From an optimization exercise on the open Yosys and OpenROAD flow, aimed at small area; shortcuts taken in it are not production practice.
In this exercise RTL edits were held to simulation tests only and were not proved equivalent to the original.
Power and IR drop assume default switching activity.

==> design/flow/design.v <==
module CodorConvolutional1(rsc_in, rsc_out);
	parameter IN2_INVERTED = 0;
	input  [7:0] rsc_in;
	output [7:0] rsc_out;
	wire u6, u5, u4, u3, u2, u1;
	assign rsc_out[7] = rsc_in[7];
	te_xor2 g6 (.a(rsc_in[6]),  .b(rsc_in[7]), .y(u6));
	assign rsc_out[6] = u6;
	te_xor2 g5 (.a(rsc_in[5]),  .b(u6),        .y(rsc_out[5]));
	te_xor2 g5u(.a(rsc_in[5]),  .b(rsc_in[6]), .y(u5));
	te_xor2 g4 (.a(rsc_in[4]),  .b(u5),        .y(rsc_out[4]));
	te_xor2 g4u(.a(rsc_out[4]), .b(u6),        .y(u4));
	te_xor2 g3 (.a(rsc_in[3]),  .b(u4),        .y(rsc_out[3]));
	te_xor2 g3u(.a(rsc_out[3]), .b(u5),        .y(u3));
	generate
		if (IN2_INVERTED)
			te_xnor2 g2(.a(rsc_in[2]), .b(u3), .y(rsc_out[2]));
		else
			te_xor2  g2(.a(rsc_in[2]), .b(u3), .y(rsc_out[2]));
	endgenerate
	te_xor2 g2u(.a(rsc_out[2]), .b(u4),        .y(u2));
	te_xor2 g1 (.a(rsc_in[1]),  .b(u2),        .y(rsc_out[1]));
	te_xor2 g1u(.a(rsc_out[1]), .b(u3),        .y(u1));
	te_xor2 g0 (.a(rsc_in[0]),  .b(u1),        .y(rsc_out[0]));
endmodule
module te_xor2(a, b, y);
	input a, b; output y;
	assign y = a ^ b;
endmodule
module te_xnor2(a, b, y);
	input a, b; output y;
	assign y = ~(a ^ b);
endmodule
module INTERLEAVER(Date_Intrare, select_intretesator, Intretesator_Out);
	input  [7:0] Date_Intrare;
	input  [1:0] select_intretesator;
	output [7:0] Intretesator_Out;
	wire [7:0] x = Date_Intrare;
	wire s0 = select_intretesator[0];
	wire s1 = select_intretesator[1];
	wire d0, nd0, nd1, nd2, nd3, ne;
	te_nor2   g_d0 (.a(s1), .b(s0), .y(d0));            
	te_inv    g_nd0(.a(d0), .y(nd0));                   
	te_nand2b g_nd1(.a_n(s1), .b(s0), .y(nd1));         
	te_nand2b g_nd2(.a_n(s0), .b(s1), .y(nd2));         
	te_nand2  g_nd3(.a(s1), .b(s0), .y(nd3));           
	te_nand2  g_ne (.a(nd0), .b(nd3), .y(ne));          
	wire [7:0] lo, hi;  
	te_o22ai m7a(.a1(x[2]), .a2(nd2), .b1(x[7]), .b2(nd3), .y(hi[7]));
	te_nor2  m7b(.a(x[5]), .b(s1), .y(lo[7]));
	te_nor2  m7 (.a(hi[7]), .b(lo[7]), .y(Intretesator_Out[7]));
	te_o22ai m6a(.a1(x[1]), .a2(nd0), .b1(x[6]), .b2(nd1), .y(lo[6]));
	te_o22ai m6b(.a1(x[7]), .a2(nd2), .b1(x[3]), .b2(nd3), .y(hi[6]));
	te_nor2  m6 (.a(lo[6]), .b(hi[6]), .y(Intretesator_Out[6]));
	te_o22ai m5a(.a1(x[2]), .a2(nd1), .b1(x[6]), .b2(nd3), .y(hi[5]));
	te_nor2  m5b(.a(x[4]), .b(s0), .y(lo[5]));
	te_nor2  m5 (.a(hi[5]), .b(lo[5]), .y(Intretesator_Out[5]));
	te_o22ai m4a(.a1(x[3]), .a2(nd0), .b1(x[4]), .b2(nd1), .y(lo[4]));
	te_o22ai m4b(.a1(x[5]), .a2(nd2), .b1(x[2]), .b2(nd3), .y(hi[4]));
	te_nor2  m4 (.a(lo[4]), .b(hi[4]), .y(Intretesator_Out[4]));
	te_o22ai m3a(.a1(x[6]), .a2(nd0), .b1(x[0]), .b2(nd1), .y(lo[3]));
	te_o22ai m3b(.a1(x[3]), .a2(nd2), .b1(x[5]), .b2(nd3), .y(hi[3]));
	te_nor2  m3 (.a(lo[3]), .b(hi[3]), .y(Intretesator_Out[3]));
	te_o22ai m2 (.a1(x[2]), .a2(nd0), .b1(x[1]), .b2(d0), .y(Intretesator_Out[2]));
	te_o22ai m1a(.a1(x[7]), .a2(nd0), .b1(x[3]), .b2(nd1), .y(lo[1]));
	te_o22ai m1b(.a1(x[0]), .a2(nd2), .b1(x[4]), .b2(nd3), .y(hi[1]));
	te_nor2  m1 (.a(lo[1]), .b(hi[1]), .y(Intretesator_Out[1]));
	te_o22ai m0a(.a1(x[7]), .a2(nd1), .b1(x[6]), .b2(nd2), .y(hi[0]));
	te_nor2b m0b(.a(x[0]), .b_n(ne), .y(lo[0]));
	te_nor2  m0 (.a(hi[0]), .b(lo[0]), .y(Intretesator_Out[0]));
endmodule
module te_inv(a, y);
	input a; output y;
	assign y = ~a;
endmodule
module te_nor2(a, b, y);
	input a, b; output y;
	assign y = ~(a | b);
endmodule
module te_nor2b(a, b_n, y);
	input a, b_n; output y;
	assign y = ~(a | ~b_n);
endmodule
module te_nand2(a, b, y);
	input a, b; output y;
	assign y = ~(a & b);
endmodule
module te_nand2b(a_n, b, y);
	input a_n, b; output y;
	assign y = ~(~a_n & b);
endmodule
module te_o22ai(a1, a2, b1, b2, y);
	input a1, a2, b1, b2; output y;
	assign y = ~((a1 | a2) & (b1 | b2));
endmodule
module Turbo_TOP(clk, reset, select_interleaver, Date_In, Date_Iesire);
	input         clk, reset;
	input  [1:0]  select_interleaver;  
	input  [7:0]  Date_In;
	output [23:0] Date_Iesire;
	wire [7:0] CodorConvolutional_Out;               
	wire [7:0] CodorConvolutional_Intretesator_Out;  
	wire [7:0] INTERLEAVER_OUT;                      
	CodorConvolutional1 C1(.rsc_in(Date_In), .rsc_out(CodorConvolutional_Out));
	INTERLEAVER I(.Date_Intrare(Date_In), .select_intretesator(select_interleaver), .Intretesator_Out(INTERLEAVER_OUT));
	CodorConvolutional1 #(.IN2_INVERTED(1)) C2(.rsc_in(INTERLEAVER_OUT), .rsc_out(CodorConvolutional_Intretesator_Out));
	genvar i;
	generate
		for (i = 0; i < 8; i = i + 1) begin : bits
			assign Date_Iesire[3*i+2] = Date_In[i];
			assign Date_Iesire[3*i+1] = CodorConvolutional_Out[i];
			assign Date_Iesire[3*i]   = CodorConvolutional_Intretesator_Out[i];
		end
	endgenerate
endmodule
==> design/flow/flow/run.sh <==
#!/bin/bash
# Own layout flow: the standard layout (standard.sh), with two changes:
#  - synthesis maps the design with an area-only ABC script and keeps the small
#    gate modules (te_*) of the RTL as the single cells they describe, then
#    flattens the design as the standard synthesis does;
#  - the port buffers that placement inserts are sky130_fd_sc_hd__buf_1.
# Each tool's full output goes to a log file of its own in this folder.
set -euo pipefail
WORK=$(pwd)
RESULTS=$WORK/orfs/results/$FLOW_PLATFORM/Turbo_TOP/base

# 1. the standard synthesis (makes the results folder, the canonical RTLIL and the SDC)
bash standard.sh synth > "$WORK/standard_synth.log" 2>&1

# 2. our own synthesis of the same design.v, replacing the standard netlist
yosys -c "$WORK/flow/synth.tcl" > "$WORK/own_synth.log" 2>&1
cp "$WORK/own_synth.v" "$RESULTS/1_2_yosys.v"

# 3. the rest of the standard layout, from the new netlist
export BUFFER_PORTS_ARGS="-buffer_cell sky130_fd_sc_hd__buf_1"
bash standard.sh > "$WORK/standard_layout.log" 2>&1
==> design/flow/flow/area.abc <==
strash
 &get -n
 &nf -p -a -R 1000
 &put
==> design/flow/flow/synth.tcl <==
# Area-oriented synthesis of design.v. Same front end as the standard synthesis
# (synth -nofsm -noshare, flattened, nets of function calls renamed), but ABC
# maps with an area-only script and without buffering or resizing, and the
# RTL's te_* gate modules are mapped on their own (each becomes one cell)
# before the design is flattened.
yosys -import
set lib $::env(FLOW_HOME)/platforms/$::env(FLOW_PLATFORM)/lib/sky130_fd_sc_hd__tt_025C_1v80.lib
set work [pwd]
read_liberty -lib $lib
read_verilog -sv $::env(FLOW_DESIGN)
hierarchy -check -top $::env(FLOW_TOP)
setattr -mod -set keep_hierarchy 1 te_*
synth -nofsm -noshare -top $::env(FLOW_TOP) -flatten
opt_clean -purge
abc -liberty $lib -dont_use *lpflow* -dont_use *probe* -script $work/flow/area.abc
# left out here: clean up, clear keep_hierarchy, flatten
hilomap -singleton -hicell sky130_fd_sc_hd__conb_1 HI -locell sky130_fd_sc_hd__conb_1 LO
splitnets
opt_clean -purge
insbuf -buf sky130_fd_sc_hd__buf_1 A X
# left out here: hide names made inside functions
check -assert -mapped
tee -o $work/own_synth_stat.txt stat -liberty $lib
write_verilog -noattr -nohex -nodec $work/own_synth.v
==> design/flow/standard.sh <==
#!/bin/bash
# synth_recipe.tcl (not shown) runs the flow's synth.tcl, then flattens the netlist and writes it again
# the make line also repeats each setting of config.mk as NAME=value (left out here)
make -C /OpenROAD-flow-scripts/flow DESIGN_CONFIG=/design/flow/config.mk WORK_HOME=/design/flow/orfs CLKGATE_MAP_FILE= SYNTH_SCRIPT=/design/flow/synth_recipe.tcl "${@:-finish}"
==> design/flow/config.mk <==
export PLATFORM = sky130hd
export DESIGN_NAME = Turbo_TOP
export DESIGN_NICKNAME = Turbo_TOP
export VERILOG_FILES = /design/flow/design.v
export SDC_FILE = /design/flow/constraint.sdc
export NUM_CORES = 4
export LEC_CHECK = 0
export CAP_MARGIN = 20
export CORE_AREA = 3 3 63 63
export DIE_AREA = 0 0 66 66
export SLEW_MARGIN = 20
==> design/flow/constraint.sdc <==
create_clock -name core_clock -period 35.0 [get_ports {clk}]
set_input_delay 7.0000 -clock core_clock [delete_from_list [all_inputs] [get_ports {clk}]]
set_output_delay 7.0000 -clock core_clock [all_outputs]
set_load 0.01 [all_outputs]
==> results.tsv, run 1 <==
stage	metric	value	unit
place	hpwl dp	1107	um
critical_path	Crit path max-delay family	XOR/XNOR gates	
yosys	cell area after synthesis	442.9	um2
die	Initial Utilization	13.07	%
critical_path	CP Launch Type	input pin	
drt	post-route ant nets	0	
power	Leak	0.0001880	uW
worst_hold_path	hold crit path type	input pin to output pin	
sta	worst-margin pin slew	0.3561	ns
sta	RSZ-0062 raised after global routing	false	
power	PD cells	64.35	nW/um2
critical_path	CP peak stage delay	0.27	ns
drt	DRT iter0 DRCs	7	
layout	CLK BUF	0	
global_route	initial antenna violation count	0	
layout	most frequent cells in the layout	buf_1 (34), xor2_1 (23), o22ai_1 (12), nor2_1 (10)	
yosys	mean post-synth cell area	5.828	um2
yosys	cells after synthesis	76	
sta	minimum clock period	17.13	ns
sta	# setup viols final	0	
layout	diode count	0	
layout	multi-input logic area	349.1	um2
critical_path	Req. time, crit path	28.00	ns
cts	cts repair resizes	0	
drt	DRC violations left	0	
power	VDD IR max	0.01069	mV
layout	Reg area	0	um2
layout	post-layout util	15.87	%
place	routability cong.	0.7365	
sta	relative slew slack	76.26	%
layout	Syn-to-layout area delta	21.47	%
sta	Final TNS setup	0	ns
critical_path	CP dominant cell by count	xor2_1	
drt	routed via count	474	
die	Rows	21	
drt	drt wl/cell	9.598	um
die	Die W	66	um
yosys	Ys Warns	0	
die	Die Ht	66	um
layout	FF+latch count	0	
run_status	status	complete, no violations	
drt	Total Wirelength	1267	um
global_route	largest net degree at the start of global routing	8	
sta	part of the cycle the worst path needs	48.93	%
layout	layout cell share with drive strength beyond 1	0	%
critical_path	Cell Chain, Critical Path	buf_1 > nand2b_1 > o22ai_1 > nor2_1 > xor2_1 > xor2_1 > xor2_1 > xor2_1 > xor2_1 > xnor2_1 > xor2_1 > xor2_1 > xor2_1 > xor2_1 > buf_1	
place	Buffers on Ports	34	
global_route	Total GRT Usage	5.413	%
sta	fmax	58.39	MHz
critical_path	crit path max fanout	6	
critical_path	Worst Path Buf+Inv	2	
run	maxcap violations	0	
layout	commonest non-fill, non-tap cell in the layout	buf_1	
global_route	first-pass GRT wire length	1952	um
global_route	total gr overflow	0	
sta	WHS	14.27	ns
global_route	vias in the first global route	414	
die	io pins	36	
sta	Max Slew Vio Count	0	
drt	drt via density	3.591	
critical_path	CP arrival	10.13	ns
cts	setup bufs post-CTS	0	
layout	Layout Nets	100	
drt	drt first pass iters	4	
die	core area	3390	um2
critical_path	nature of the critical path endpoint	output pin	
yosys	Syn Nets	88	
die	DIE AREA	4356	um2
layout	fillers	397	
cts	Post-CTS Hold Buffers	0	
critical_path	WS Path Type	input pin to output pin	
critical_path	Crit-path slowest cell	xor2_1	
sta	final hold violations	0	
## layout make-up
class	instances	area share, %
Timing Repair Buffer	34	23.72
Inverter	1	0.6977
Multi-Input combinational cell	51	64.88
Tap cell	46	10.70
## report_power, final
part | leakage [uW] | switching (uW) | internal [uW]
Combinational | 0.000188 | 21.6 | 13.0
Sequential | 0 | 0 | 0
Clock | 0 | 0 | 0
Total | 0.000188 | 21.6 | 13.0
## worst paths after layout
| path | start | endpoint | depth (start not counted) |
|---|---|---|---|
| setup / recovery | select_interleaver[1] | Date_Iesire[0] | 15 |
| hold / removal | Date_In[1] | Date_Iesire[5] | 2 |
## layer usage
layer,global-route usage [%],vias up,wire (um)
li1,-,252,-
met1,7.056,207,531
met2,10.26,15,640
met3,0.3401,0,95
met4,0,0,0
met5,0,-,0
## metrics by stage
step	power, uW	cells	instance area [um2]	setup WS, ns
CTS	35.58	132	538.0	17.83
finish	34.62	132	538.0	17.87
global placement	35.42	132	538.0	17.86
floorplan	30.76	76	442.9	18.28
detailed placement	35.55	132	538.0	17.83
global route	39.24	132	538.0	17.45
==> run 2: changes to the inputs <==
--- a/design/flow/design.v
+++ b/design/flow/design.v
@@ -38,13 +38,12 @@
 	wire [7:0] x = Date_Intrare;
 	wire s0 = select_intretesator[0];
 	wire s1 = select_intretesator[1];
-	wire d0, nd0, nd1, nd2, nd3, ne;
+	wire d0, nd0, nd1, nd2, nd3;
 	te_nor2   g_d0 (.a(s1), .b(s0), .y(d0));            
 	te_inv    g_nd0(.a(d0), .y(nd0));                   
 	te_nand2b g_nd1(.a_n(s1), .b(s0), .y(nd1));         
 	te_nand2b g_nd2(.a_n(s0), .b(s1), .y(nd2));         
 	te_nand2  g_nd3(.a(s1), .b(s0), .y(nd3));           
-	te_nand2  g_ne (.a(nd0), .b(nd3), .y(ne));          
 	wire [7:0] lo, hi;  
 	te_o22ai m7a(.a1(x[2]), .a2(nd2), .b1(x[7]), .b2(nd3), .y(hi[7]));
 	te_nor2  m7b(.a(x[5]), .b(s1), .y(lo[7]));
@@ -65,9 +64,9 @@
 	te_o22ai m1a(.a1(x[7]), .a2(nd0), .b1(x[3]), .b2(nd1), .y(lo[1]));
 	te_o22ai m1b(.a1(x[0]), .a2(nd2), .b1(x[4]), .b2(nd3), .y(hi[1]));
 	te_nor2  m1 (.a(lo[1]), .b(hi[1]), .y(Intretesator_Out[1]));
-	te_o22ai m0a(.a1(x[7]), .a2(nd1), .b1(x[6]), .b2(nd2), .y(hi[0]));
-	te_nor2b m0b(.a(x[0]), .b_n(ne), .y(lo[0]));
-	te_nor2  m0 (.a(hi[0]), .b(lo[0]), .y(Intretesator_Out[0]));
+	te_o22ai m0a(.a1(x[0]), .a2(nd0), .b1(x[7]), .b2(nd1), .y(lo[0]));
+	te_o22ai m0b(.a1(x[6]), .a2(nd2), .b1(x[0]), .b2(nd3), .y(hi[0]));
+	te_nor2  m0 (.a(lo[0]), .b(hi[0]), .y(Intretesator_Out[0]));
 endmodule
 module te_inv(a, y);
 	input a; output y;
@@ -76,10 +75,6 @@
 module te_nor2(a, b, y);
 	input a, b; output y;
 	assign y = ~(a | b);
-endmodule
-module te_nor2b(a, b_n, y);
-	input a, b_n; output y;
-	assign y = ~(a | ~b_n);
 endmodule
 module te_nand2(a, b, y);
 	input a, b; output y;
==> run 2 against run 1 <==
  * Routed wire length is 1.6% higher
  * Count of clock-buffer cells in the layout stayed put
  * Global-route usage is 0.070 points lower
  * Power is 1.0% higher
  * Utilization is 0.11 points lower
  * Design area is 0.70% lower
  * Worst setup slack worse by 0.043 ns
  * Non-clock buffer count stayed put
  * Largest cell class unchanged
==> results.tsv, run 2 <==
stage	metric	value	unit
run_status	status	complete, no violations	
sta	RSZ-0062 raised after global routing	false	
power	Leak	0.0001828	uW
sta	WHS	14.27	ns
drt	DRT iter0 DRCs	6	
cts	Post-CTS Hold Buffers	0	
layout	diode count	0	
layout	CLK BUF	0	
sta	minimum clock period	17.17	ns
power	PD cells	65.44	nW/um2
critical_path	Cell Chain, Critical Path	buf_1 > nor2_1 > clkinv_1 > o22ai_1 > nor2_1 > xor2_1 > xor2_1 > xor2_1 > xor2_1 > xor2_1 > xnor2_1 > xor2_1 > xor2_1 > xor2_1 > xor2_1 > buf_1	
sta	worst-margin pin slew	0.3526	ns
global_route	initial antenna violation count	0	
sta	fmax	58.25	MHz
worst_hold_path	hold crit path type	input pin to output pin	
drt	drt first pass iters	2	
yosys	mean post-synth cell area	5.856	um2
sta	relative slew slack	76.49	%
global_route	met2 usage	9.887	%
layout	design area	534.3	um2
global_route	vias in the first global route	422	
global_route	met3 global-route usage	0.3401	%
die	Rows	21	
critical_path	Worst Path Buf+Inv	3	
critical_path	nature of the critical path endpoint	output pin	
layout	post-layout util	15.76	%
die	Die Ht	66	um
place	hpwl dp	1130	um
critical_path	CP dominant cell by count	xor2_1	
place	routability cong.	0.6754	
global_route	Most Used Layer, Global Route	met2	
sta	Final TNS setup	0	ns
sta	final hold violations	0	
die	io pins	36	
place	Buffers on Ports	34	
layout	Layout Nets	99	
critical_path	Critical Path Start	select_interleaver[0]	
layout	commonest non-fill, non-tap cell in the layout	buf_1	
critical_path	crit path max fanout	6	
cts	setup bufs post-CTS	0	
power	VDD IR max	0.01042	mV
drt	drt via density	3.695	
die	Die W	66	um
layout	fillers	410	
global_route	total gr overflow	0	
global_route	largest net degree at the start of global routing	8	
yosys	cells after synthesis	75	
die	Initial Utilization	12.96	%
critical_path	CP peak stage delay	0.27	ns
die	DIE AREA	4356	um2
critical_path	Crit-path slowest cell	xor2_1	
sta	# setup viols final	0	
die	core area	3390	um2
yosys	cell area after synthesis	439.2	um2
drt	Total Wirelength	1287	um
drt	drt wl/cell	9.824	um
yosys	Syn Nets	87	
critical_path	Crit path max-delay family	XOR/XNOR gates	
layout	layout cell share with drive strength beyond 1	0	%
critical_path	CP arrival	10.17	ns
critical_path	WS Path Type	input pin to output pin	
drt	routed via count	484	
critical_path	CP Launch Type	input pin	
layout	Syn-to-layout area delta	21.65	%
sta	part of the cycle the worst path needs	49.05	%
global_route	first-pass GRT wire length	1932	um
worst_hold_path	Hold Path Origin	Date_In[1]	
global_route	Total GRT Usage	5.343	%
drt	post-route ant nets	0	
sta	Max Slew Vio Count	0	
cts	cts repair resizes	0	
run	maxcap violations	0	
layout	Reg area	0	um2
yosys	Ys Warns	0	
place	placed inst area	534.3	um2
drt	DRC violations left	0	
layout	FF+latch count	0	
global_route	GR Util met1	7.157	%
layout	most frequent cells in the layout	buf_1 (34), xor2_1 (23), o22ai_1 (13), nor2_1 (10), nand2b_1 (2)	
critical_path	Req. time, crit path	28.00	ns
run 2: changes by cell type in the layout (fill, tap and decap cells not counted):
cell     before  now
o22ai_1      12   13
nand2_1       2    1
nor2b_1       1    0
run 2: layout make-up:
class | count | area, um2 | area share (%)
tap | 46 | 57.56 | 10.77
inverter | 1 | 3.754 | 0.7026
multi-input combinational | 50 | 345.3 | 64.64
timing repair buffer | 34 | 127.6 | 23.89
run 2: report_power, final:
part	total [uW]	internal [uW]	switching (uW)	leakage [uW]
Combinational	35.0	13.0	21.9	0.000183
Sequential	0	0	0	0
Clock	0	0	0	0
run 2: layer usage:
| metal | wire [um] | vias to the layer above |
|---|---|---|
| met2 | 646 | 15 |
| met4 | 0 | 0 |
| met1 | 551 | 218 |
| met3 | 89 | 0 |
| met5 | 0 | - |
| li1 | - | 251 |
run 2: path summary, 6_finish.rpt:
kind,slack (ns),cells after the start,to
min,14.27,2,Date_Iesire[5]
max,17.83,16,Date_Iesire[0]
run 2: metrics by stage:
step                      std cells  setup slack [ns]  power [uW]
after global placement          131             17.85       35.53
final                           131             17.83       34.96
after floorplan                  75             18.28       30.75
after CTS                       131             17.79       35.84
after detailed placement        131             17.79       35.82
after global routing            131             17.39       38.89
